Context: an optimization exercise on an open-source flow, tuned for small area, a short achievable clock period and few clock cycles per item. The choices shown serve that exercise and are no tape-out recipe.
Where RTL was checked, it was by simulation tests only, not by an equivalence proof against the original.
Function not checked in run 5: the RTL went through the layout flow alone.

$ cat design/flow/config.mk
export PLATFORM = sky130hd
export DESIGN_NAME = skinny_top
export DESIGN_NICKNAME = skinny_top
export VERILOG_FILES = /design/flow/design.v
export SDC_FILE = /design/flow/constraint.sdc
export NUM_CORES = 4
export LEC_CHECK = 0
export ABC_AREA = 1
export CAP_MARGIN = 20
export CORE_MARGIN = 2
export CORE_UTILIZATION = 60
export CTS_CLUSTER_DIAMETER = 100
export CTS_CLUSTER_SIZE = 20
export SLEW_MARGIN = 20
$ cat design/flow/constraint.sdc
create_clock -name core_clock -period 10.0 [get_ports {clk_i}]
set_input_delay 2.0000 -clock core_clock [delete_from_list [all_inputs] [get_ports {clk_i}]]
set_output_delay 2.0000 -clock core_clock [all_outputs]
set_load 0.01 [all_outputs]
$ cat design/flow/design.v
module skinny_top (
   output [127:0] cipher_o,
   output reg     done_o,
   input  [127:0] input_i, key_i, tweak1_i, tweak2_i,
   input          clk_i, rst_i, start_i
   ) ;
   reg [127:0] state, tk1, tk2, tk3;
   reg [5:0]   rc;
   reg         busy;    
   wire [127:0] s  [0:2];
   wire [127:0] t1 [0:2];
   wire [127:0] t2 [0:2];
   wire [127:0] t3 [0:2];
   wire [5:0]   c  [0:2];
   assign cipher_o = state;
   assign s[0] = state;
   assign t1[0] = tk1;
   assign t2[0] = tk2;
   assign t3[0] = tk3;
   assign c[0] = rc;
   genvar g;
   generate for (g = 0; g < 2; g = g + 1) begin : rnd
      skinny_round r (.so(s[g+1]), .si(s[g]), .t1(t1[g]), .t2(t2[g]), .t3(t3[g]), .rc(c[g]));
      skinny_tks ts (.t1o(t1[g+1]), .t2o(t2[g+1]), .t3o(t3[g+1]), .t1(t1[g]), .t2(t2[g]), .t3(t3[g]));
      assign c[g+1] = {c[g][4:0], c[g][5]^c[g][4]^1'b1};
   end endgenerate
   always @(posedge clk_i) begin
      if (!rst_i) begin
         done_o <= 1'b1;
         busy <= 1'b0;
         rc <= 6'h01;
      end else if (start_i) begin
         done_o <= 1'b0;
         busy <= 1'b1;
         rc <= 6'h01;
      end else begin
         rc <= c[2];
         if (rc == 6'h2d) begin
            done_o <= 1'b1;
            busy <= 1'b0;
         end
      end
   end
   wire [127:0] run  = {128{busy}};
   wire [127:0] idle = {128{done_o}};
   wire [127:0] nxt = (run & s[2]) | (idle & state);
   always @(posedge clk_i) begin
      state <= start_i ? input_i : nxt;
   end
   always @(posedge clk_i) begin
      tk1 <= (idle & tweak1_i) | (run & t1[2]);
      tk2 <= (idle & tweak2_i) | (run & t2[2]);
      tk3 <= (idle & key_i)    | (run & t3[2]);
   end
endmodule
module skinny_round (
   output [127:0] so,
   input  [127:0] si, t1, t2, t3,
   input  [5:0]   rc
   ) ;
   wire [127:0] sb, atk;
   wire [31:0]  r0, r1, r2, r3, x02;
   genvar i;
   generate for (i = 0; i < 16; i = i + 1) begin : sbl
      skinny_sbox8_logic sb8 (.so(sb[8*i+7:8*i]), .si(si[8*i+7:8*i]));
   end endgenerate
   assign atk = sb ^ {t1[127:64] ^ t2[127:64] ^ t3[127:64], 64'h0} ^
                {4'h0, rc[3:0], 24'h0, 6'h0, rc[5:4], 24'h0, 8'h02, 56'h0};
   assign r0 = atk[127:96];
   assign r1 = {atk[71:64], atk[95:72]};
   assign r2 = {atk[47:32], atk[63:48]};
   assign r3 = {atk[23:0],  atk[31:24]};
   assign x02 = r0 ^ r2;
   assign so = {x02 ^ r3, r0, r1 ^ r2, x02};
endmodule
module skinny_tks (
   output [127:0] t1o, t2o, t3o,
   input  [127:0] t1, t2, t3
   ) ;
   wire [127:0] p1, p2, p3;
   skinny_perm pm1 (.ko(p1), .ki(t1));
   skinny_perm pm2 (.ko(p2), .ki(t2));
   skinny_perm pm3 (.ko(p3), .ki(t3));
   assign t1o = p1;
   genvar i;
   generate for (i = 8; i < 16; i = i + 1) begin : lf
      assign t2o[8*i+7:8*i] = {p2[8*i+6:8*i], p2[8*i+7] ^ p2[8*i+5]};
      assign t3o[8*i+7:8*i] = {p3[8*i] ^ p3[8*i+6], p3[8*i+7:8*i+1]};
   end endgenerate
   assign t2o[63:0] = p2[63:0];
   assign t3o[63:0] = p3[63:0];
endmodule
module skinny_perm (
   output [127:0] ko,
   input  [127:0] ki
   ) ;
   assign ko = {ki[ 55: 48], ki[  7:  0], ki[ 63: 56], ki[ 23: 16],
                ki[ 47: 40], ki[ 15:  8], ki[ 31: 24], ki[ 39: 32],
                ki[127:120], ki[119:112], ki[111:104], ki[103: 96],
                ki[ 95: 88], ki[ 87: 80], ki[ 79: 72], ki[ 71: 64]};
endmodule
module skinny_sbox8_logic (
   output [7:0] so,
   input  [7:0] si
   ) ;
   wire [7:0] a;
   assign a[0] = ~(si[7] | si[6]) ^ si[4];
   assign a[1] = ~(si[3] | si[2]) ^ si[0];
   assign a[2] = ~(si[2] | si[1]) ^ si[6];
   assign a[3] = a[1] ? si[5] : ~(a[0] ^ si[5]);
   assign a[4] = si[3] ? si[1] : ~(a[1] ^ si[1]);
   assign a[5] = a[3] ? si[7] : ~(a[2] ^ si[7]);
   assign a[6] = a[0] ? si[3] : ~(a[3] ^ si[3]);
   assign a[7] = a[5] ? si[2] : ~(a[4] ^ si[2]);
   assign so = {a[3], a[0], a[1], a[6], a[4], a[2], a[5], a[7]};
endmodule
$ cat design/flow/flow/run.sh
#!/bin/bash
set -euo pipefail
export BUFFER_PORTS_ARGS="-buffer_cell sky130_fd_sc_hd__buf_1"
export MY_ABC_SCRIPT="$PWD/flow/abc_map.script"
bash standard.sh SYNTH_SCRIPT="$PWD/flow/my_synth.tcl" SETUP_SLACK_MARGIN=6.5 finish > make_finish.log 2>&1
$ cat design/flow/flow/abc_map.script
strash
dch
map -B 0.9
topo
stime -c
buffer -c
upsize -c
dnsize -c
$ cat design/flow/flow/my_synth.tcl
proc synth {args} { yosys synth -nofsm -noshare {*}$args }
# Same as the standard flow's synthesis script, except that ABC's mapping script can be replaced
# by the file named in MY_ABC_SCRIPT.
proc abc {args} {
  if {[info exists ::env(MY_ABC_SCRIPT)] && $::env(MY_ABC_SCRIPT) ne ""} {
    set i [lsearch -exact $args -script]
    if {$i >= 0} { lset args [expr {$i + 1}] $::env(MY_ABC_SCRIPT) }
  }
  yosys abc {*}$args
}
source $::env(SCRIPTS_DIR)/synth.tcl
# left out here: clear keep_hierarchy, flatten, clean up, hide names made inside functions, write 1_2_yosys.v
$ cat design/flow/standard.sh
#!/bin/bash
# synth_recipe.tcl (not shown) runs the flow's synth.tcl, then flattens the netlist and writes it again
# the make line also repeats each setting of config.mk as NAME=value (left out here)
make -C /OpenROAD-flow-scripts/flow DESIGN_CONFIG=/design/flow/config.mk WORK_HOME=/design/flow/orfs CLKGATE_MAP_FILE= SYNTH_SCRIPT=/design/flow/synth_recipe.tcl "${@:-finish}"
==> impl_metrics.prom, run 1 <==
# TYPE chip_impl_metric gauge
chip_impl_info{name="yosys.area.top_type",value="dfxtp_1"} 1
chip_impl_metric{name="sink_count_of_the_clock_tree",unit=""} 520
chip_impl_info{name="cts_tree",value="yes"} 1
chip_impl_info{name="startpoint_type",value="flip-flop"} 1
chip_impl_metric{name="worst_r2r_path_depth",unit=""} 17
chip_impl_metric{name="avgSynthCellArea",unit="um^2"} 7.19
chip_impl_metric{name="wire_per_inst",unit="um"} 25.1
chip_impl_info{name="worstReg2RegStart",value="tk2[120]"} 1
chip_impl_metric{name="global_route.usage.total",unit="%"} 49.8
chip_impl_metric{name="number_of_synthesized_flops_with_an_enable_pin",unit=""} 0
chip_impl_metric{name="detail_route.drc_violations",unit=""} 0
chip_impl_metric{name="detail_route.vias_per_cell",unit=""} 6.07
chip_impl_metric{name="maximum_clock_frequency",unit="MHz"} 283
chip_impl_metric{name="syn_area",unit="um^2"} 30700
chip_impl_metric{name="worstPathRequired",unit="ps"} 10530
chip_impl_metric{name="layout_worst_path_cycle_share",unit="%"} 35.3
chip_impl_metric{name="worst_ep_arrival_time",unit="ps"} 4060
chip_impl_info{name="r2r-end",value="state[49]"} 1
chip_impl_metric{name="worst_path_max_fanout",unit=""} 4
chip_impl_metric{name="placed_cells_incl_taps",unit=""} 5448
chip_impl_metric{name="maximum_number_of_pins_on_one_net_before_global_route_repair",unit=""} 228
chip_impl_metric{name="finalHoldViolations",unit=""} 0
chip_impl_metric{name="rows",unit=""} 82
chip_impl_metric{name="io-pin-count",unit=""} 644
chip_impl_info{name="most_frequent_cells_after_synthesis",value="nand2_1, dfxtp_1, nand3_1"} 1
chip_impl_info{name="setup.worst_path.start",value="tk2[120]"} 1
chip_impl_metric{name="max_cap_violation_count",unit=""} 0
chip_impl_metric{name="timing.reg2reg.setup_slack",unit="ps"} 6470
chip_impl_metric{name="detailroute.via_count",unit=""} 33516
chip_impl_info{name="crit_path_end",value="state[49]"} 1
chip_impl_metric{name="worst_pin_slew",unit="ps"} 1160
chip_impl_metric{name="die_h",unit="um"} 230
chip_impl_info{name="rsz0062_at_grt",value="true"} 1
chip_impl_metric{name="globalplace.congestion",unit=""} 1.07
chip_impl_info{name="holdCritPathClass",value="flip-flop to flip-flop"} 1
chip_impl_metric{name="dr.first_iter.drc_count",unit=""} 4846
chip_impl_metric{name="path_clk_slew",unit="ps"} 80
chip_impl_metric{name="detail-route-antenna-nets",unit=""} 0
chip_impl_metric{name="drt-total-wl",unit="um"} 139000
chip_impl_metric{name="cell_count_along_the_critical_path",unit=""} 17
chip_impl_metric{name="grt_pass1_wl",unit="um"} 192000
chip_impl_metric{name="drt_pass1_iterations",unit=""} 8
chip_impl_info{name="synthFlopType",value="dfxtp_1"} 1
chip_impl_metric{name="flow.area_growth_from_synthesis",unit="%"} 15.1
chip_impl_metric{name="slew_violations",unit=""} 0
chip_impl_metric{name="critical_path_buf_inv_count",unit=""} 2
chip_impl_metric{name="placement.io_buffers",unit=""} 643
chip_impl_metric{name="layout_min_cycle_time",unit="ps"} 3530
chip_impl_metric{name="dpl.hpwl",unit="um"} 113000
chip_impl_info{name="synth.top_cells.by_area",value="dfxtp_1, nand2_1, a22o_1"} 1
chip_impl_metric{name="h_tree_depth",unit=""} 1
chip_impl_metric{name="start_util",unit="%"} 60.9
chip_impl_metric{name="cts_inserted_buffers",unit=""} 31
chip_impl_metric{name="fp.dieArea",unit="um^2"} 53000
chip_impl_metric{name="grt_pass1_vias",unit=""} 29889
chip_impl_info{name="critPathMostFrequentCell",value="nand2_1"} 1
chip_impl_metric{name="yosys.area.top_type_share",unit="%"} 33.9
chip_impl_info{name="result_of_the_run",value="timing/DRC/antenna clean"} 1
chip_impl_metric{name="ys.warnings.count",unit=""} 1
chip_impl_info{name="root_buffer",value="clkbuf_16"} 1
chip_impl_info{name="timing.critical_path.cells",value="xnor2_1, nand2_1, nand2_1, nand2_1, nand2_1, inv_1, nand2_2, nand2_2, xor2_2, or2_1, nand2_1, inv_1, nand2_1, nand2_1, xnor2_1, o21ai_0, a21oi_1"} 1
chip_impl_metric{name="final_cells",unit=""} 5519
chip_impl_metric{name="syn-num-nets",unit=""} 4786
chip_impl_metric{name="largest_stage_delay_worst_path",unit="ps"} 650
chip_impl_info{name="crit_path_top_delay_cell",value="o21ai_0"} 1
chip_impl_info{name="critical-path-top-delay-family",value="simple AND/OR/NAND/NOR gates"} 1
chip_impl_info{name="criticalPathCategory",value="flip-flop to flip-flop"} 1
chip_impl_metric{name="setup_viol_count_final",unit=""} 0
chip_impl_metric{name="core_area",unit="um^2"} 50400
chip_impl_metric{name="grt_overflow",unit=""} 0
chip_impl_metric{name="netlist_instances",unit=""} 4270
chip_impl_info{name="crit_path_end_kind",value="flip-flop"} 1
chip_impl_metric{name="synth_seq_cells",unit=""} 520
chip_impl_metric{name="dpl-instance-area",unit="um^2"} 33500
chip_impl_metric{name="share_of_layout_cells_above_drive_strength_1",unit="%"} 10.3
chip_impl_metric{name="dieWidth",unit="um"} 230
chip_impl_metric{name="slew_headroom",unit="%"} 22.7
chip_impl_metric{name="num-nets-final",unit=""} 5353
chip_impl_metric{name="final_cell_area",unit="um^2"} 35300
chip_impl_metric{name="final_tns_setup",unit="ps"} 0
chip_impl_metric{name="postSynth.asyncResetShare",unit="%"} 0
chip_impl_metric{name="initial_antenna_violation_count",unit=""} 3
chip_impl_metric{name="number_of_distinct_library_cell_variants_in_the_gate_level_netlist_after_synthesis",unit=""} 47
chip_impl_metric{name="synth-seq-area-share",unit="%"} 33.9
chip_impl_metric{name="finalClockSkew",unit="ps"} 38.9
chip_impl_metric{name="clk_path_buf_depth",unit=""} 3
chip_impl_metric{name="worstSkewPairLatency",unit="ps"} 670
chip_impl_info{name="most_instantiated_library_cell_after_synthesis",value="nand2_1"} 1
registers in the layout, indices dropped and copies added (netlist names):
| name | cells |
|---|---|
| state | 128 |
| tk1 | 128 |
| tk2 | 128 |
| tk3 | 128 |
| rc | 6 |
| busy | 1 |
| done_o | 1 |
cell type report:
class | count | area (um^2)
clock buffer | 34 | 807
inverter | 354 | 1340
tap | 672 | 841
multi-input combinational | 3248 | 19000
antenna | 3 | 7.51
timing repair buffer | 682 | 2760
fill | 4249 | 15000
sequential | 520 | 10500
clock inverter | 6 | 91.3
cells by family after synthesis:
group                    share of synthesized area (%)
flip-flops                                        33.9
buffers and inverters                             6.29
adder cells (fa/ha/maj)                         0.0408
AND/OR/NAND/NOR                                   29.8
AO/OA/AOI/OAI                                     15.7
XOR/XNOR                                          14.2
layer usage:
layer  vias to the layer above  track usage, %  wire [um]
met2                      2453            76.1      58800
met1                     15480            62.5      49900
met5                         -               0          0
met4                         0            34.5      12000
met3                       511            11.2      18100
li1                      15072               -          -
metrics by stage:
step | setup slack, ps | utilization [%] | hold slack (ps)
6_report | 6470 | 70.1 | 465
4_1_cts | 6500 | 68.6 | 456
2_1_floorplan | 7160 | - | 438
3_3_place_gp | 5870 | 66.4 | 444
3_5_place_dp | 5850 | 66.4 | 452
5_1_grt | 6320 | 70.1 | 487
timing repair:
item                                    in CTS  in global routing
hold buffers                                 0                  0
gates resized for setup                     36                171
pin swaps                                    2                 22
buffers inserted                             4                 24
endpoints found under the setup margin     152                165
placed cells by master (no fill, tap or decap), types with 4 or more instances in the layout:
master and instances:
nand2_1 1142, buf_1 642, dfxtp_1 453, nand3_1 373, inv_1 315, a22o_1 277
a21oi_1 259, xnor2_1 222, xor2_1 204, nor2_1 196, nand2_2 138, o21ai_0 121
dfxtp_2 51, nand3_2 45, nand3b_1 38, nand2_4 36, nand4_1 36, inv_2 33
buf_4 32, clkbuf_16 31, o21bai_1 30, xor2_2 28, xnor2_2 18, dfxtp_4 16
o21ai_1 11, or2_2 9, or2_1 9, a22oi_1 9, nor2_2 8, a21oi_2 8
xor2_4 6, o21bai_2 5, buf_6 4
worst register-to-register path, delay by kind of cell, from the launching register on:
| kind | cells | cell delay, ps |
|---|---|---|
| simple gates | 10 | 1140 |
| xor+xnor | 3 | 1010 |
| flops | 1 | 340 |
| compound gates | 2 | 790 |
| buf+inv | 2 | 130 |
how the worst min path moves through the flow:
stage	cells after the start	endpoint	startpoint
5_1_grt	2	tk3[30]	tk3[47]
2_1_floorplan	2	tk1[66]	tk1[98]
3_3_place_gp	2	tk1[37]	tk1[21]
6_report	2	tk1[19]	tk1[11]
4_1_cts	2	tk1[41]	tk1[57]
3_5_place_dp	2	tk1[11]	tk1[27]
Testbench counts, summed over its fixed seeds: cycles 5,384, items 256.
==> run 2, diff against run 1 <==
==> design/flow/flow/run.sh (replaced) <==
#!/bin/bash
set -euo pipefail
export BUFFER_PORTS_ARGS="-buffer_cell sky130_fd_sc_hd__buf_1"
export MY_ABC_SCRIPT="$PWD/flow/abc_map.script"
bash standard.sh SYNTH_SCRIPT="$PWD/flow/my_synth.tcl" SETUP_SLACK_MARGIN=6.6 finish > make_finish.log 2>&1
==> impl_metrics.prom, run 2 <==
# TYPE chip_impl_metric gauge
chip_impl_info{name="result_of_the_run",value="timing/DRC/antenna clean"} 1
chip_impl_metric{name="detailroute.via_count",unit=""} 33869
chip_impl_info{name="cts_tree",value="yes"} 1
chip_impl_metric{name="avgSynthCellArea",unit="um^2"} 7.19
chip_impl_metric{name="critical_path_buf_inv_count",unit=""} 1
chip_impl_metric{name="clk_path_buf_depth",unit=""} 3
chip_impl_metric{name="worstSkewPairLatency",unit="ps"} 670
chip_impl_metric{name="synth_seq_cells",unit=""} 520
chip_impl_metric{name="postSynth.asyncResetShare",unit="%"} 0
chip_impl_metric{name="layout.area.seq",unit="um^2"} 10600
chip_impl_metric{name="die_h",unit="um"} 230
chip_impl_metric{name="yosys.area.top_type_share",unit="%"} 33.9
chip_impl_metric{name="finalHoldViolations",unit=""} 0
chip_impl_metric{name="h_tree_depth",unit=""} 1
chip_impl_metric{name="number_of_distinct_library_cell_variants_in_the_gate_level_netlist_after_synthesis",unit=""} 47
chip_impl_metric{name="drt_pass1_iterations",unit=""} 10
chip_impl_metric{name="slew_violations",unit=""} 0
chip_impl_metric{name="rows",unit=""} 82
chip_impl_metric{name="num-nets-final",unit=""} 5378
chip_impl_metric{name="worst_pin_slew",unit="ps"} 1150
chip_impl_metric{name="share_of_layout_cells_above_drive_strength_1",unit="%"} 12.5
chip_impl_info{name="most_frequent_cells_after_synthesis",value="nand2_1, dfxtp_1, nand3_1"} 1
chip_impl_metric{name="netlist_instances",unit=""} 4270
chip_impl_metric{name="finalWorstSetupSlack",unit="ps"} 6570
chip_impl_metric{name="largest_stage_delay_worst_path",unit="ps"} 560
chip_impl_info{name="critical-path-top-delay-family",value="flip-flops"} 1
chip_impl_metric{name="wire_per_inst",unit="um"} 25.1
chip_impl_metric{name="hold_path_depth",unit=""} 2
chip_impl_metric{name="io-pin-count",unit=""} 644
chip_impl_metric{name="number_of_synthesized_flops_with_an_enable_pin",unit=""} 0
chip_impl_metric{name="layout_min_cycle_time",unit="ps"} 3430
chip_impl_info{name="startpoint_type",value="flip-flop"} 1
chip_impl_metric{name="worst_r2r_path_depth",unit=""} 21
chip_impl_metric{name="synth-seq-area-share",unit="%"} 33.9
chip_impl_metric{name="finalClockSkew",unit="ps"} 38.6
chip_impl_info{name="crit_path_top_delay_cell",value="dfxtp_1"} 1
chip_impl_metric{name="syn-num-nets",unit=""} 4786
chip_impl_metric{name="setup_viol_count_final",unit=""} 0
chip_impl_metric{name="syn_area",unit="um^2"} 30700
chip_impl_info{name="layout.cells.most_common_list",value="nand2_1, buf_1, dfxtp_1"} 1
chip_impl_metric{name="path_clk_slew",unit="ps"} 90
chip_impl_metric{name="final_cells",unit=""} 5544
chip_impl_metric{name="detail_route.drc_violations",unit=""} 0
chip_impl_metric{name="sink_count_of_the_clock_tree",unit=""} 520
chip_impl_info{name="root_buffer",value="clkbuf_16"} 1
chip_impl_metric{name="placement.setup.worst_slack",unit="ps"} 5850
chip_impl_metric{name="flow.area_growth_from_synthesis",unit="%"} 17.0
chip_impl_info{name="most_instantiated_library_cell_after_synthesis",value="nand2_1"} 1
chip_impl_metric{name="dpl.hpwl",unit="um"} 113000
chip_impl_metric{name="initial_antenna_violation_count",unit=""} 3
chip_impl_info{name="final_common_cell",value="nand2_1"} 1
chip_impl_metric{name="dr.first_iter.drc_count",unit=""} 4832
chip_impl_metric{name="globalplace.congestion",unit=""} 1.07
chip_impl_metric{name="placed_cells_incl_taps",unit=""} 5448
chip_impl_metric{name="core_area",unit="um^2"} 50400
chip_impl_metric{name="final_tns_setup",unit="ps"} 0
chip_impl_metric{name="ys.warnings.count",unit=""} 1
chip_impl_metric{name="dieWidth",unit="um"} 230
chip_impl_metric{name="cts_inserted_buffers",unit=""} 31
chip_impl_metric{name="maximum_clock_frequency",unit="MHz"} 292
chip_impl_metric{name="maximum_number_of_pins_on_one_net_before_global_route_repair",unit=""} 228
chip_impl_info{name="holdCritPathClass",value="flip-flop to flip-flop"} 1
chip_impl_info{name="timing.critical_path.cells",value="buf_1"} 1
chip_impl_metric{name="worstPathRequired",unit="ps"} 8000
chip_impl_info{name="criticalPathCategory",value="flip-flop to output port"} 1
chip_impl_info{name="synthFlopType",value="dfxtp_1"} 1
chip_impl_metric{name="drt-total-wl",unit="um"} 139000
chip_impl_metric{name="placement.io_buffers",unit=""} 643
chip_impl_metric{name="max_cap_violation_count",unit=""} 0
chip_impl_metric{name="layout_worst_path_cycle_share",unit="%"} 34.3
chip_impl_info{name="synth.top_cells.by_area",value="dfxtp_1, nand2_1, a22o_1"} 1
chip_impl_metric{name="slew_headroom",unit="%"} 23.0
chip_impl_metric{name="worst_path_max_fanout",unit=""} 3
chip_impl_info{name="crit_path_end_kind",value="output port"} 1
chip_impl_info{name="rsz0062_at_grt",value="true"} 1
chip_impl_metric{name="detail-route-antenna-nets",unit=""} 0
chip_impl_metric{name="grt_pass1_vias",unit=""} 30036
chip_impl_metric{name="cell_count_along_the_critical_path",unit=""} 1
chip_impl_metric{name="grt_pass1_wl",unit="um"} 193000
chip_impl_metric{name="start_util",unit="%"} 60.9
chip_impl_metric{name="detail_route.vias_per_cell",unit=""} 6.11
chip_impl_metric{name="fp.dieArea",unit="um^2"} 53000
chip_impl_metric{name="global_route.usage.total",unit="%"} 50.1
chip_impl_metric{name="worst_ep_arrival_time",unit="ps"} 1430
chip_impl_info{name="yosys.area.top_type",value="dfxtp_1"} 1
chip_impl_metric{name="multiInputGateArea",unit="um^2"} 19300
chip_impl_metric{name="grt_overflow",unit=""} 0
chip_impl_metric{name="fillerInstances",unit=""} 4192
## run 2: cell type report
type	instances	share of cell area, %
tap	672	2.34
inverter	354	3.72
antenna	3	0.0209
sequential	520	29.5
clock inverter	6	0.254
timing repair buffer	707	8.27
clock buffer	34	2.25
multi-input combinational	3248	53.7
## run 2: path summary, 6_finish.rpt
| check | startpoint | endpoint | slack [ps] |
|---|---|---|---|
| setup reg to reg | tk2[67] | state[104] | 6610 |
| hold / removal | tk1[11] | tk1[19] | 460 |
| setup / recovery | state[28] | cipher_o[28] | 6570 |
| hold reg to reg | tk1[11] | tk1[19] | 460 |
## run 2: metal layers
layer | vias up | global-route usage [%] | routed length (um)
met2 | 2529 | 75.8 | 58500
met1 | 15711 | 62.5 | 49800
li1 | 15137 | - | -
met3 | 492 | 11.6 | 18400
met5 | - | 0 | 0
met4 | 0 | 36.5 | 12600
## run 2: stage by stage
step           util (%)  area, um^2  hold slack [ps]
2_1_floorplan         -       30700              438
3_3_place_gp       66.4       33500              444
3_5_place_dp       66.4       33500              452
4_1_cts            69.1       34800              456
5_1_grt            71.3       35900              487
6_report           71.3       35900              465
## run 2: worst register-to-register path: cells and delay by family, from the launching register on
| kind | cells | cell delay (ps) |
|---|---|---|
| xor+xnor | 1 | 400 |
| compound gates | 1 | 200 |
| simple gates | 17 | 2170 |
| flops | 1 | 330 |
| buf+inv | 2 | 230 |
## run 2: timing repair
| item | CTS | global route |
|---|---|---|
| gates resized for setup | 98 | 218 |
| hold buffers | 0 | 0 |
| cloned | 0 | 0 |
| pin swaps | 8 | 39 |
| setup endpoints to repair | 249 | 129 |
| setup buffers | 13 | 40 |
## run 2: cells by family after synthesis
family | after synthesis | synth area share (%)
AND/OR/NAND/NOR | 2042 | 29.8
adder cells (fa/ha/maj) | 1 | 0.0408
flip-flops | 520 | 33.9
buffers and inverters | 502 | 6.29
XOR/XNOR | 479 | 14.2
AO/OA/AOI/OAI | 726 | 15.7
==> run 3, diff against run 2 <==
--- a/design/flow/config.mk
+++ b/design/flow/config.mk
@@ -11,4 +11,5 @@
 export CORE_UTILIZATION = 60
 export CTS_CLUSTER_DIAMETER = 100
 export CTS_CLUSTER_SIZE = 20
+export PLACE_DENSITY = 0.72
 export SLEW_MARGIN = 20
==> impl_metrics.prom, run 3 <==
# TYPE chip_impl_metric gauge
chip_impl_info{name="result_of_the_run",value="timing/DRC/antenna clean"} 1
chip_impl_info{name="criticalPathCategory",value="flip-flop to flip-flop"} 1
chip_impl_metric{name="final_tns_setup",unit="ps"} 0
chip_impl_metric{name="globalplace.congestion",unit=""} 1.15
chip_impl_metric{name="worst_ep_arrival_time",unit="ps"} 4020
chip_impl_metric{name="layout.area.seq",unit="um^2"} 10600
chip_impl_metric{name="slew_headroom",unit="%"} 15.8
chip_impl_metric{name="yosys.area.top_type_share",unit="%"} 33.9
chip_impl_metric{name="detailroute.via_count",unit=""} 33411
chip_impl_metric{name="fp.dieArea",unit="um^2"} 53000
chip_impl_metric{name="avgSynthCellArea",unit="um^2"} 7.19
chip_impl_metric{name="initial_antenna_violation_count",unit=""} 3
chip_impl_info{name="yosys.area.top_type",value="dfxtp_1"} 1
chip_impl_metric{name="number_of_synthesized_flops_with_an_enable_pin",unit=""} 0
chip_impl_metric{name="worstSkewPairLatency",unit="ps"} 670
chip_impl_metric{name="clk_path_buf_depth",unit=""} 3
chip_impl_metric{name="layout_min_cycle_time",unit="ps"} 3430
chip_impl_metric{name="setup_viol_count_final",unit=""} 0
chip_impl_metric{name="start_util",unit="%"} 60.9
chip_impl_metric{name="die_h",unit="um"} 230
chip_impl_metric{name="layout_worst_path_cycle_share",unit="%"} 34.3
chip_impl_metric{name="synth-seq-area-share",unit="%"} 33.9
chip_impl_info{name="holdCritPathClass",value="flip-flop to flip-flop"} 1
chip_impl_info{name="r2r-end",value="state[111]"} 1
chip_impl_metric{name="syn_area",unit="um^2"} 30700
chip_impl_metric{name="worst_r2r_path_depth",unit=""} 14
chip_impl_info{name="most_instantiated_library_cell_after_synthesis",value="nand2_1"} 1
chip_impl_metric{name="drt_pass1_iterations",unit=""} 12
chip_impl_metric{name="synth_seq_cells",unit=""} 520
chip_impl_info{name="synthFlopType",value="dfxtp_1"} 1
chip_impl_info{name="worstReg2RegStart",value="tk2[109]"} 1
chip_impl_metric{name="dpl.hpwl",unit="um"} 113000
chip_impl_metric{name="grt_overflow",unit=""} 0
chip_impl_metric{name="postSynth.asyncResetShare",unit="%"} 0
chip_impl_info{name="startpoint_type",value="flip-flop"} 1
chip_impl_metric{name="io-pin-count",unit=""} 644
chip_impl_info{name="holdPathEnd",value="tk1[4]"} 1
chip_impl_metric{name="grt_pass1_wl",unit="um"} 191000
chip_impl_metric{name="placement.io_buffers",unit=""} 643
chip_impl_metric{name="max_cap_violation_count",unit=""} 0
chip_impl_metric{name="dr.first_iter.drc_count",unit=""} 4542
chip_impl_metric{name="worstPathRequired",unit="ps"} 10590
chip_impl_metric{name="grt_pass1_vias",unit=""} 29480
chip_impl_metric{name="fillerInstances",unit=""} 4344
chip_impl_metric{name="dieWidth",unit="um"} 230
chip_impl_metric{name="num-nets-final",unit=""} 5372
chip_impl_metric{name="cts_inserted_buffers",unit=""} 30
chip_impl_metric{name="ys.warnings.count",unit=""} 1
chip_impl_metric{name="syn-num-nets",unit=""} 4786
chip_impl_metric{name="sink_count_of_the_clock_tree",unit=""} 520
chip_impl_metric{name="detail_route.drc_violations",unit=""} 0
chip_impl_metric{name="rows",unit=""} 82
chip_impl_metric{name="drt-total-wl",unit="um"} 138000
chip_impl_metric{name="slew_violations",unit=""} 0
chip_impl_metric{name="detail-route-antenna-nets",unit=""} 0
chip_impl_metric{name="worst_pin_slew",unit="ps"} 1260
chip_impl_info{name="hold_path_startpoint",value="tk1[36]"} 1
chip_impl_metric{name="global_route.usage.total",unit="%"} 49.7
chip_impl_info{name="most_frequent_cells_after_synthesis",value="nand2_1, dfxtp_1, nand3_1"} 1
chip_impl_metric{name="h_tree_depth",unit=""} 1
chip_impl_metric{name="maximum_clock_frequency",unit="MHz"} 292
chip_impl_metric{name="maximum_number_of_pins_on_one_net_before_global_route_repair",unit=""} 242
chip_impl_info{name="rsz0062_at_grt",value="true"} 1
chip_impl_metric{name="path_clk_slew",unit="ps"} 100
chip_impl_metric{name="worst_path_max_fanout",unit=""} 5
chip_impl_metric{name="number_of_distinct_library_cell_variants_in_the_gate_level_netlist_after_synthesis",unit=""} 47
chip_impl_metric{name="hold_path_depth",unit=""} 2
chip_impl_metric{name="finalHoldViolations",unit=""} 0
chip_impl_metric{name="wire_per_inst",unit="um"} 25.0
chip_impl_metric{name="share_of_layout_cells_above_drive_strength_1",unit="%"} 11.7
chip_impl_metric{name="flow.area_growth_from_synthesis",unit="%"} 16.1
chip_impl_metric{name="timing.reg2reg.setup_slack",unit="ps"} 6570
chip_impl_metric{name="finalClockSkew",unit="ps"} 20.3
chip_impl_metric{name="final_util",unit="%"} 70.7
chip_impl_info{name="final_common_cell",value="nand2_1"} 1
chip_impl_info{name="crit_path_end_kind",value="flip-flop"} 1
chip_impl_metric{name="multiInputGateArea",unit="um^2"} 19100
chip_impl_metric{name="core_area",unit="um^2"} 50400
chip_impl_info{name="layout.cells.most_common_list",value="nand2_1, buf_1, dfxtp_1"} 1
chip_impl_info{name="root_buffer",value="clkbuf_16"} 1
chip_impl_metric{name="worst_hold_slack",unit="ps"} 462
chip_impl_metric{name="detail_route.vias_per_cell",unit=""} 6.04
chip_impl_info{name="synth.top_cells.by_area",value="dfxtp_1, nand2_1, a22o_1"} 1
chip_impl_metric{name="netlist_instances",unit=""} 4270
chip_impl_info{name="cts_tree",value="yes"} 1
## run 3: repair_timing
| item | in CTS | in global routing |
|---|---|---|
| hold buffers | 0 | 0 |
| pin swaps | 1 | 37 |
| setup endpoints to repair | 79 | 195 |
| gates resized for setup | 62 | 209 |
| setup buffers | 3 | 43 |
## run 3: worst max-delay path by stage
stage	cells past startpoint	slack, ps	endpoint	from
after detailed placement	5	6060	state[26]	start_i
after CTS	1	6560	cipher_o[123]	state[123]
after floorplan	5	7160	done_o	start_i
final	14	6570	state[111]	tk2[109]
after global routing	26	6470	state[96]	state[122]
after global placement	5	6080	done_o	start_i
## run 3: cell type report
class	instances	area share (%)
clock inverter	3	0.141
tap	672	2.36
clock buffer	33	2.20
inverter	354	3.77
timing repair buffer	702	8.19
sequential	520	29.7
antenna	3	0.0211
multi-input combinational	3248	53.6
## run 3: worst max-delay path, cell delays in order (launching register included)
cell and delay [ps]:
dfxtp_1 370, xnor2_1 260, xor2_2 370, xor2_2 420, xnor2_1 260, xor2_1 270
nand3_1 130, nand3_2 100, nand2_2 100, or2_1 250, nand2_1 100, nand3_1 240
nand3_1 140, nand3_1 150, a21oi_1 190
## run 3: per-stage QoR
| step | setup slack, ps | area (um^2) | cells |
|---|---|---|---|
| after floorplan | 7160 | 30700 | 4270 |
| after global placement | 6080 | 33500 | 5449 |
| after detailed placement | 6060 | 33500 | 5449 |
| after CTS | 6560 | 34500 | 5488 |
| after global routing | 6470 | 35600 | 5534 |
| final | 6570 | 35600 | 5535 |
## run 3: cell families after synthesis
kind of cell	after synthesis	synth area share [%]
xor+xnor	479	14.2
fa+ha+maj	1	0.0408
flops	520	33.9
compound gates	726	15.7
simple gates	2042	29.8
buf+inv	502	6.29
## run 3: routing by layer
layer | wire length [um] | vias to the layer above | GRT usage [%]
met5 | 13 | - | 0
met4 | 12600 | 2 | 35.4
met3 | 18800 | 517 | 12.8
met2 | 57500 | 2355 | 75.0
met1 | 49300 | 15432 | 61.6
li1 | - | 15105 | -
==> run 4, diff against run 3 <==
==> design/flow/flow/abc_map.script (replaced) <==
strash
dch
map -B 0.9 -D 4500
topo
stime -c
buffer -c
upsize -c
dnsize -c
==> impl_metrics.prom, run 4 <==
# TYPE chip_impl_metric gauge
chip_impl_metric{name="maximum_clock_frequency",unit="MHz"} 291
chip_impl_metric{name="grt_overflow",unit=""} 0
chip_impl_metric{name="finalClockSkew",unit="ps"} 64.5
chip_impl_metric{name="slew_headroom",unit="%"} 29.6
chip_impl_metric{name="die_h",unit="um"} 226
chip_impl_info{name="most_frequent_cells_after_synthesis",value="nand2_1, dfxtp_1, inv_1"} 1
chip_impl_metric{name="worstPathRequired",unit="ps"} 10580
chip_impl_info{name="root_buffer",value="clkbuf_16"} 1
chip_impl_metric{name="layout.area.seq",unit="um^2"} 10600
chip_impl_metric{name="ys.warnings.count",unit=""} 1
chip_impl_metric{name="dpl-instance-area",unit="um^2"} 32400
chip_impl_metric{name="slew_violations",unit=""} 0
chip_impl_metric{name="worst_path_max_fanout",unit=""} 4
chip_impl_metric{name="synth_seq_cells",unit=""} 520
chip_impl_metric{name="synth-seq-area-share",unit="%"} 35.2
chip_impl_metric{name="rows",unit=""} 81
chip_impl_metric{name="critical_path_buf_inv_count",unit=""} 3
chip_impl_metric{name="final_tns_setup",unit="ps"} 0
chip_impl_metric{name="layout_worst_path_cycle_share",unit="%"} 34.3
chip_impl_metric{name="drt-total-wl",unit="um"} 136000
chip_impl_metric{name="maximum_number_of_pins_on_one_net_before_global_route_repair",unit=""} 107
chip_impl_metric{name="setup_viol_count_final",unit=""} 0
chip_impl_metric{name="syn-num-nets",unit=""} 4464
chip_impl_metric{name="detail_route.vias_per_cell",unit=""} 6.07
chip_impl_metric{name="worstSkewPairLatency",unit="ps"} 680
chip_impl_metric{name="drt_pass1_iterations",unit=""} 9
chip_impl_info{name="layout.cells.most_common_list",value="nand2_1, buf_1, dfxtp_1"} 1
chip_impl_info{name="timing.critical_path.cells",value="xnor2_1, xor2_1, xor2_1, inv_1, nand2_1, nand2_1, xor2_1, inv_1, nand3_2, nand3_1, or2_1, nand2_2, inv_1, nand2_1, nand2_2, nand2_1, nand3_1, a21oi_1"} 1
chip_impl_info{name="synth.top_cells.by_area",value="dfxtp_1, nand2_1, a22o_1"} 1
chip_impl_metric{name="postSynth.asyncResetShare",unit="%"} 0
chip_impl_metric{name="yosys.area.top_type_share",unit="%"} 35.2
chip_impl_info{name="critical-path-top-delay-family",value="simple AND/OR/NAND/NOR gates"} 1
chip_impl_metric{name="grt_pass1_vias",unit=""} 27582
chip_impl_info{name="holdCritPathClass",value="flip-flop to flip-flop"} 1
chip_impl_metric{name="share_of_layout_cells_above_drive_strength_1",unit="%"} 14.6
chip_impl_metric{name="detailroute.via_count",unit=""} 31819
chip_impl_metric{name="netlist_instances",unit=""} 3948
chip_impl_metric{name="flow.area_growth_from_synthesis",unit="%"} 20.6
chip_impl_metric{name="detail_route.drc_violations",unit=""} 0
chip_impl_metric{name="placed_cells_incl_taps",unit=""} 5126
chip_impl_metric{name="finalHoldViolations",unit=""} 0
chip_impl_metric{name="worst_pin_slew",unit="ps"} 1050
chip_impl_metric{name="largest_stage_delay_worst_path",unit="ps"} 370
chip_impl_metric{name="wire_per_inst",unit="um"} 25.9
chip_impl_metric{name="h_tree_depth",unit=""} 1
chip_impl_metric{name="fp.dieArea",unit="um^2"} 51100
chip_impl_info{name="setup.worst_path.start",value="tk2[125]"} 1
chip_impl_metric{name="worst_ep_arrival_time",unit="ps"} 4010
chip_impl_info{name="holdPathEnd",value="tk1[125]"} 1
chip_impl_info{name="rsz0062_at_grt",value="true"} 1
chip_impl_metric{name="syn_area",unit="um^2"} 29600
chip_impl_metric{name="grt_pass1_wl",unit="um"} 184000
chip_impl_metric{name="number_of_distinct_library_cell_variants_in_the_gate_level_netlist_after_synthesis",unit=""} 43
chip_impl_metric{name="number_of_synthesized_flops_with_an_enable_pin",unit=""} 0
chip_impl_info{name="r2r-end",value="state[124]"} 1
chip_impl_info{name="final_common_cell",value="nand2_1"} 1
chip_impl_metric{name="global_route.usage.total",unit="%"} 50.7
chip_impl_info{name="cts_tree",value="yes"} 1
chip_impl_info{name="most_instantiated_library_cell_after_synthesis",value="nand2_1"} 1
chip_impl_metric{name="timing.reg2reg.setup_slack",unit="ps"} 6570
chip_impl_info{name="hold_path_startpoint",value="tk1[117]"} 1
chip_impl_info{name="crit_path_top_delay_cell",value="dfxtp_1"} 1
chip_impl_info{name="startpoint_type",value="flip-flop"} 1
chip_impl_metric{name="multiInputGateArea",unit="um^2"} 18900
chip_impl_metric{name="placement.io_buffers",unit=""} 643
chip_impl_metric{name="hold_path_depth",unit=""} 2
chip_impl_metric{name="core_area",unit="um^2"} 48700
chip_impl_metric{name="dr.first_iter.drc_count",unit=""} 4265
chip_impl_info{name="worstReg2RegStart",value="tk2[125]"} 1
chip_impl_metric{name="dieWidth",unit="um"} 226
chip_impl_metric{name="final_cells",unit=""} 5246
chip_impl_metric{name="io-pin-count",unit=""} 644
chip_impl_metric{name="dpl.hpwl",unit="um"} 109000
chip_impl_metric{name="start_util",unit="%"} 60.6
chip_impl_metric{name="sink_count_of_the_clock_tree",unit=""} 520
chip_impl_metric{name="detail-route-antenna-nets",unit=""} 0
chip_impl_metric{name="layout_min_cycle_time",unit="ps"} 3430
chip_impl_metric{name="final_cell_area",unit="um^2"} 35600
chip_impl_metric{name="fillerInstances",unit=""} 3905
chip_impl_metric{name="initial_antenna_violation_count",unit=""} 6
chip_impl_info{name="critPathMostFrequentCell",value="nand2_1"} 1
chip_impl_info{name="result_of_the_run",value="timing/DRC/antenna clean"} 1
chip_impl_info{name="synthFlopType",value="dfxtp_1"} 1
chip_impl_metric{name="path_clk_slew",unit="ps"} 100
chip_impl_metric{name="worst_r2r_path_depth",unit=""} 18
chip_impl_metric{name="max_cap_violation_count",unit=""} 0
chip_impl_metric{name="finalWorstSetupSlack",unit="ps"} 6570
chip_impl_metric{name="globalplace.congestion",unit=""} 1.15
chip_impl_info{name="criticalPathCategory",value="flip-flop to flip-flop"} 1
chip_impl_metric{name="cts_inserted_buffers",unit=""} 31
chip_impl_info{name="crit_path_end_kind",value="flip-flop"} 1
chip_impl_metric{name="avgSynthCellArea",unit="um^2"} 7.49
chip_impl_info{name="yosys.area.top_type",value="dfxtp_1"} 1
chip_impl_metric{name="placement.setup.worst_slack",unit="ps"} 5880
chip_impl_metric{name="clk_path_buf_depth",unit=""} 3
chip_impl_metric{name="num-nets-final",unit=""} 5087
chip_impl_metric{name="final_util",unit="%"} 73.1
[run 4: changes by cell type in the layout (fill, tap and decap cells not counted), moves of 29 or more]
cell     before  now
nand3_1     371  254
nand2_1    1125  890
buf_4        52   84
xor2_1      195  224
inv_1       316  287
[run 4: worst max-delay path by stage]
stage | end | cells past startpoint
final | state[124] | 18
after global routing | state[124] | 24
after CTS | state[124] | 23
after detailed placement | state[15] | 5
after global placement | state[15] | 5
after floorplan | done_o | 5
[run 4: timing repair]
| item | 4_1_cts | 5_1_grt |
|---|---|---|
| endpoints found under the setup margin | 203 | 85 |
| pin swaps | 7 | 71 |
| endpoints found under the hold margin | 0 | 0 |
| hold buffers | 0 | 0 |
| gates resized for setup | 142 | 276 |
| buffers inserted | 15 | 61 |
[run 4: cells by family after synthesis]
group	after synthesis	synth area share, %
AO/OA/AOI/OAI	716	16.2
XOR/XNOR	561	17.6
adder cells (fa/ha/maj)	1	0.0423
buffers and inverters	483	6.17
flip-flops	520	35.2
AND/OR/NAND/NOR	1667	24.8
[run 4: tightest hold or removal path, cell delays in order, from the launching register on]
cell     delay (ps)
dfxtp_1         320
nand2_1          70
nand2_1          50
[run 4: routing by layer]
metal  vias to the layer above  GRT usage (%)  routed length (um)
met5                         -              0                  15
met2                      2430           76.8               57700
met3                       605           12.1               18400
li1                      14075              -                   -
met1                     14707           62.6               46800
met4                         2           38.0               13100
[run 4: through the flow]
step	hold WS (ps)
final	443
after global routing	472
after CTS	456
after detailed placement	451
after global placement	444
after floorplan	438
[run 4: layout make-up]
cell class                 count  share of cell area (%)
antenna                        6                  0.0421
clock buffer                  33                    2.20
clock inverter                 5                   0.197
inverter                     340                    3.63
multi-input combinational   2945                    53.1
sequential                   520                    29.7
tap                          664                    2.33
timing repair buffer         733                    8.83
==> run 5, diff against run 4 <==
--- a/design/flow/design.v
+++ b/design/flow/design.v
@@ -6,7 +6,6 @@
    ) ;
    reg [127:0] state, tk1, tk2, tk3;
    reg [5:0]   rc;
-   reg         busy;    
    wire [127:0] s  [0:2];
    wire [127:0] t1 [0:2];
    wire [127:0] t2 [0:2];
@@ -24,33 +23,39 @@
       skinny_tks ts (.t1o(t1[g+1]), .t2o(t2[g+1]), .t3o(t3[g+1]), .t1(t1[g]), .t2(t2[g]), .t3(t3[g]));
       assign c[g+1] = {c[g][4:0], c[g][5]^c[g][4]^1'b1};
    end endgenerate
+   localparam NCP = 8;
+   reg [NCP-1:0] idle, busy;
+   wire last = (rc == 6'h2d);
    always @(posedge clk_i) begin
       if (!rst_i) begin
          done_o <= 1'b1;
-         busy <= 1'b0;
          rc <= 6'h01;
       end else if (start_i) begin
          done_o <= 1'b0;
-         busy <= 1'b1;
          rc <= 6'h01;
       end else begin
          rc <= c[2];
-         if (rc == 6'h2d) begin
-            done_o <= 1'b1;
-            busy <= 1'b0;
-         end
+         if (last) done_o <= 1'b1;
       end
    end
-   wire [127:0] run  = {128{busy}};
-   wire [127:0] idle = {128{done_o}};
-   wire [127:0] nxt = (run & s[2]) | (idle & state);
+   always @(posedge clk_i) begin
+      idle <= {NCP{~rst_i}} | ({NCP{~start_i}} & (idle | {NCP{last}}));
+      busy <= {NCP{rst_i}} & ({NCP{start_i}} | (busy & {NCP{~last}}));
+   end
+   wire [127:0] run, idl;
+   genvar j;
+   generate for (j = 0; j < 128; j = j + 1) begin : sel
+      assign run[j] = busy[j/16];
+      assign idl[j] = idle[j/16];
+   end endgenerate
+   wire [127:0] nxt = (run & s[2]) | (idl & state);
    always @(posedge clk_i) begin
       state <= start_i ? input_i : nxt;
    end
    always @(posedge clk_i) begin
-      tk1 <= (idle & tweak1_i) | (run & t1[2]);
-      tk2 <= (idle & tweak2_i) | (run & t2[2]);
-      tk3 <= (idle & key_i)    | (run & t3[2]);
+      tk1 <= (idl & tweak1_i) | (run & t1[2]);
+      tk2 <= (idl & tweak2_i) | (run & t2[2]);
+      tk3 <= (idl & key_i)    | (run & t3[2]);
    end
 endmodule
 module skinny_round (
==> design/flow/flow/run.sh (replaced) <==
#!/bin/bash
set -euo pipefail
export BUFFER_PORTS_ARGS="-buffer_cell sky130_fd_sc_hd__buf_1"
export MY_ABC_SCRIPT="$PWD/flow/abc_map.script"
bash standard.sh SYNTH_SCRIPT="$PWD/flow/my_synth.tcl" SETUP_SLACK_MARGIN=6.5 finish > make_finish.log 2>&1
--- a/design/flow/config.mk
+++ b/design/flow/config.mk
@@ -9,7 +9,4 @@
 export CAP_MARGIN = 20
 export CORE_MARGIN = 2
 export CORE_UTILIZATION = 60
-export CTS_CLUSTER_DIAMETER = 100
-export CTS_CLUSTER_SIZE = 20
-export PLACE_DENSITY = 0.72
 export SLEW_MARGIN = 20
==> impl_metrics.prom, run 5 <==
# TYPE chip_impl_metric gauge
chip_impl_metric{name="share_of_layout_cells_above_drive_strength_1",unit="%"} 14.5
chip_impl_metric{name="maximum_clock_frequency",unit="MHz"} 285
chip_impl_metric{name="netlist_instances",unit=""} 3976
chip_impl_metric{name="dr.first_iter.drc_count",unit=""} 4362
chip_impl_metric{name="global_route.usage.total",unit="%"} 50.2
chip_impl_metric{name="worst_r2r_path_depth",unit=""} 15
chip_impl_metric{name="detailroute.via_count",unit=""} 32499
chip_impl_info{name="result_of_the_run",value="timing/DRC/antenna clean"} 1
chip_impl_info{name="rsz0062_at_grt",value="true"} 1
chip_impl_metric{name="worstPathRequired",unit="ps"} 10530
chip_impl_metric{name="final_cells",unit=""} 5333
chip_impl_metric{name="globalplace.congestion",unit=""} 1.09
chip_impl_metric{name="synth_seq_cells",unit=""} 535
chip_impl_metric{name="detail_route.vias_per_cell",unit=""} 6.09
chip_impl_metric{name="slew_headroom",unit="%"} 24.8
chip_impl_metric{name="grt_overflow",unit=""} 0
chip_impl_metric{name="cell_count_along_the_critical_path",unit=""} 15
chip_impl_metric{name="synth-seq-area-share",unit="%"} 35.8
chip_impl_info{name="criticalPathCategory",value="flip-flop to flip-flop"} 1
chip_impl_metric{name="start_util",unit="%"} 61.0
chip_impl_metric{name="final_cell_area",unit="um^2"} 36900
chip_impl_info{name="most_instantiated_library_cell_after_synthesis",value="nand2_1"} 1
chip_impl_metric{name="flow.area_growth_from_synthesis",unit="%"} 23.3
chip_impl_metric{name="grt_pass1_wl",unit="um"} 185000
chip_impl_metric{name="yosys.area.top_type_share",unit="%"} 35.8
chip_impl_metric{name="layout_worst_path_cycle_share",unit="%"} 35.1
chip_impl_info{name="startpoint_type",value="flip-flop"} 1
chip_impl_info{name="r2r-end",value="state[101]"} 1
chip_impl_metric{name="drt_pass1_iterations",unit=""} 8
chip_impl_info{name="cts_tree",value="yes"} 1
chip_impl_info{name="timing.critical_path.cells",value="xnor2_1, xor2_2, inv_1, nand2_1, nand2_2, nand2_1, nand2_4, nand2_1, nand2_2, buf_12, xnor2_2, xor2_2, or2_2, nand3_1, a21oi_1"} 1
chip_impl_metric{name="wire_per_inst",unit="um"} 25.7
chip_impl_metric{name="finalClockSkew",unit="ps"} 31.1
chip_impl_info{name="worstReg2RegStart",value="tk1[96]"} 1
chip_impl_metric{name="worstSkewPairLatency",unit="ps"} 630
chip_impl_metric{name="critical_path_buf_inv_count",unit=""} 2
chip_impl_metric{name="holdBufCountCts",unit=""} 0
chip_impl_metric{name="syn_area",unit="um^2"} 29900
chip_impl_info{name="synthFlopType",value="dfxtp_1"} 1
chip_impl_metric{name="max_cap_violation_count",unit=""} 0
chip_impl_metric{name="slew_violations",unit=""} 0
chip_impl_metric{name="dieWidth",unit="um"} 227
chip_impl_metric{name="finalHoldViolations",unit=""} 0
chip_impl_info{name="most_frequent_cells_after_synthesis",value="nand2_1, dfxtp_1, a22o_1"} 1
chip_impl_metric{name="number_of_synthesized_flops_with_an_enable_pin",unit=""} 0
chip_impl_metric{name="path_clk_slew",unit="ps"} 70
chip_impl_metric{name="layout_min_cycle_time",unit="ps"} 3510
chip_impl_metric{name="detail-route-antenna-nets",unit=""} 0
chip_impl_metric{name="number_of_distinct_library_cell_variants_in_the_gate_level_netlist_after_synthesis",unit=""} 46
chip_impl_metric{name="maximum_number_of_pins_on_one_net_before_global_route_repair",unit=""} 87
chip_impl_metric{name="worst_path_max_fanout",unit=""} 4
chip_impl_info{name="yosys.area.top_type",value="dfxtp_1"} 1
chip_impl_info{name="layout.cells.most_common_list",value="nand2_1, buf_1, dfxtp_1"} 1
chip_impl_metric{name="worst_pin_slew",unit="ps"} 1130
chip_impl_info{name="root_buffer",value="clkbuf_16"} 1
chip_impl_info{name="critPathMostFrequentCell",value="nand2_1"} 1
chip_impl_metric{name="postSynth.asyncResetShare",unit="%"} 0
chip_impl_metric{name="core_area",unit="um^2"} 49100
chip_impl_info{name="setup.worst_path.start",value="tk1[96]"} 1
chip_impl_metric{name="largest_stage_delay_worst_path",unit="ps"} 660
chip_impl_info{name="critical-path-top-delay-family",value="XOR/XNOR gates"} 1
chip_impl_info{name="final_common_cell",value="nand2_1"} 1
chip_impl_metric{name="dpl.hpwl",unit="um"} 107000
chip_impl_metric{name="ys.warnings.count",unit=""} 1
chip_impl_info{name="holdCritPathClass",value="flip-flop to flip-flop"} 1
chip_impl_info{name="synth.top_cells.by_area",value="dfxtp_1, nand2_1, a22o_1"} 1
chip_impl_metric{name="setup_viol_count_final",unit=""} 0
chip_impl_info{name="crit_path_end_kind",value="flip-flop"} 1
chip_impl_metric{name="drt-total-wl",unit="um"} 137000
chip_impl_metric{name="cts_inserted_buffers",unit=""} 54
chip_impl_metric{name="h_tree_depth",unit=""} 2
chip_impl_metric{name="num-nets-final",unit=""} 5136
chip_impl_info{name="crit_path_end",value="state[101]"} 1
chip_impl_metric{name="io-pin-count",unit=""} 644
chip_impl_info{name="hold_path_startpoint",value="tk1[25]"} 1
chip_impl_metric{name="final_tns_setup",unit="ps"} 0
chip_impl_metric{name="sink_count_of_the_clock_tree",unit=""} 535
chip_impl_metric{name="placed_cells_incl_taps",unit=""} 5159
chip_impl_metric{name="die_h",unit="um"} 227
chip_impl_info{name="crit_path_top_delay_cell",value="dfxtp_1"} 1
chip_impl_metric{name="avgSynthCellArea",unit="um^2"} 7.53
chip_impl_metric{name="timing.reg2reg.setup_slack",unit="ps"} 6490
chip_impl_metric{name="fillerInstances",unit=""} 3740
chip_impl_metric{name="syn-num-nets",unit=""} 4492
chip_impl_metric{name="fp.dieArea",unit="um^2"} 51700
chip_impl_metric{name="placement.io_buffers",unit=""} 643
chip_impl_metric{name="grt_pass1_vias",unit=""} 28296
chip_impl_metric{name="worst_ep_arrival_time",unit="ps"} 4050
chip_impl_metric{name="rows",unit=""} 81
chip_impl_metric{name="dpl-instance-area",unit="um^2"} 32800
chip_impl_metric{name="clk_path_buf_depth",unit=""} 3
chip_impl_metric{name="detail_route.drc_violations",unit=""} 0
chip_impl_metric{name="initial_antenna_violation_count",unit=""} 10
run 5: cell count changes after synthesis, sizes merged, moves of 7 or more:
| cell | previous run | this run |
|---|---|---|
| clkbuf | 136 | 106 |
| buf | 7 | 32 |
| nand3 | 294 | 285 |
| or2 | 14 | 21 |
| dfxtp | 520 | 535 |
| nor2 | 220 | 230 |
| xor2 | 294 | 307 |
| a21oi | 269 | 282 |
| inv | 339 | 322 |
run 5: kinds of logic (layout without fill, tap and decap cells):
logic type	after synthesis	in the layout	synth area share [%]
adders and majority gates	1	1	0.0418
xor gates and xnor gates	570	570	17.6
DFF	535	535	35.8
buffers and inverters	467	1156	6.03
AOI/OAI and AO/OA	725	725	16.1
other	0	4	0
and+or+nand+nor	1678	1678	24.5
run 5: how the worst min path moves through the flow:
stage	end	slack [ps]	cells past startpoint
after floorplan	tk1[101]	440	2
after global placement	tk1[36]	440	2
after detailed placement	tk1[36]	450	2
after CTS	tk1[36]	460	2
after global routing	tk1[123]	470	2
final	tk1[9]	450	2
run 5: worst register-to-register path, delay by kind of cell (launching register included):
kind                   cells  cell delay (ps)
XOR/XNOR                   4             1250
AO/OA/AOI/OAI              1              240
flip-flops                 1              660
buffers and inverters      2              230
AND/OR/NAND/NOR            8             1040
run 5: repair_timing:
| item | in CTS | in global routing |
|---|---|---|
| buffers inserted | 4 | 65 |
| gates resized for setup | 92 | 286 |
| endpoints found under the setup margin | 113 | 126 |
| pin swaps | 4 | 63 |
run 5: cell type report:
| class | count | area (um^2) | share of cell area, % |
|---|---|---|---|
| clock inverters | 22 | 270 | 0.732 |
| well taps | 664 | 831 | 2.25 |
| inverters | 324 | 1240 | 3.35 |
| flip-flops and latches | 535 | 10900 | 29.4 |
| multi-input cells | 2974 | 19000 | 51.5 |
| diodes | 4 | 10.0 | 0.0271 |
| clock buffers | 79 | 1580 | 4.27 |
| repair buffers | 731 | 3130 | 8.48 |
run 5: metrics by stage:
stage / hold slack [ps] / util, % / setup WS (ps)
final: 452 / 75.2 / 6490
after CTS: 458 / 71.5 / 6340
after detailed placement: 449 / 66.8 / 5570
after global placement: 444 / 66.8 / 5630
after global routing: 474 / 75.2 / 6390
after floorplan: 438 / - / 6530
run 5: per-layer routing:
metal	routed length [um]	vias to the layer above	share of wire [%]	global-route usage (%)
li1	-	14243	-	-
met1	49000	15085	36	64.0
met2	57000	2585	42	74.2
met3	19900	574	15	15.0
met4	11100	12	8.1	31.7
met5	71	-	0.052	0

what the ideal ports hide:
The flow's constraints put no driver on any port. The routed layouts listed below were extracted and timed again, unchanged, in two steps. Step 1: set_driving_cell puts a clkbuf_16 on clk_i and a buf_2 on each other input, an assumption about the parent block. Step 2 also shifts input and output timing later by t, the mid clock arrival at the registers, as if the neighbouring blocks saw the same clock. Slacks: ideal / step 1 / step 2; pairs: ideal / step 1.
run	shift t [ns]	setup slack, ns	slew at the worst register clock pin (ns)
run 1	0.716	6.469 / 6.424 / 6.127	0.09 / 0.09
run 2	0.717	6.569 / 6.505 / 6.100	0.10 / 0.10
run 3	0.724	6.572 / 6.515 / 6.162	0.11 / 0.11
run 4	0.707	6.566 / 6.511 / 6.021	0.10 / 0.10
run 5	0.676	6.486 / 6.486 / 5.963	0.07 / 0.07
After both steps every run listed still meets setup and hold. For run 4, which loses most, drivers alone change the setup slack by -0.055 ns; drivers and shift together by -0.545 ns.
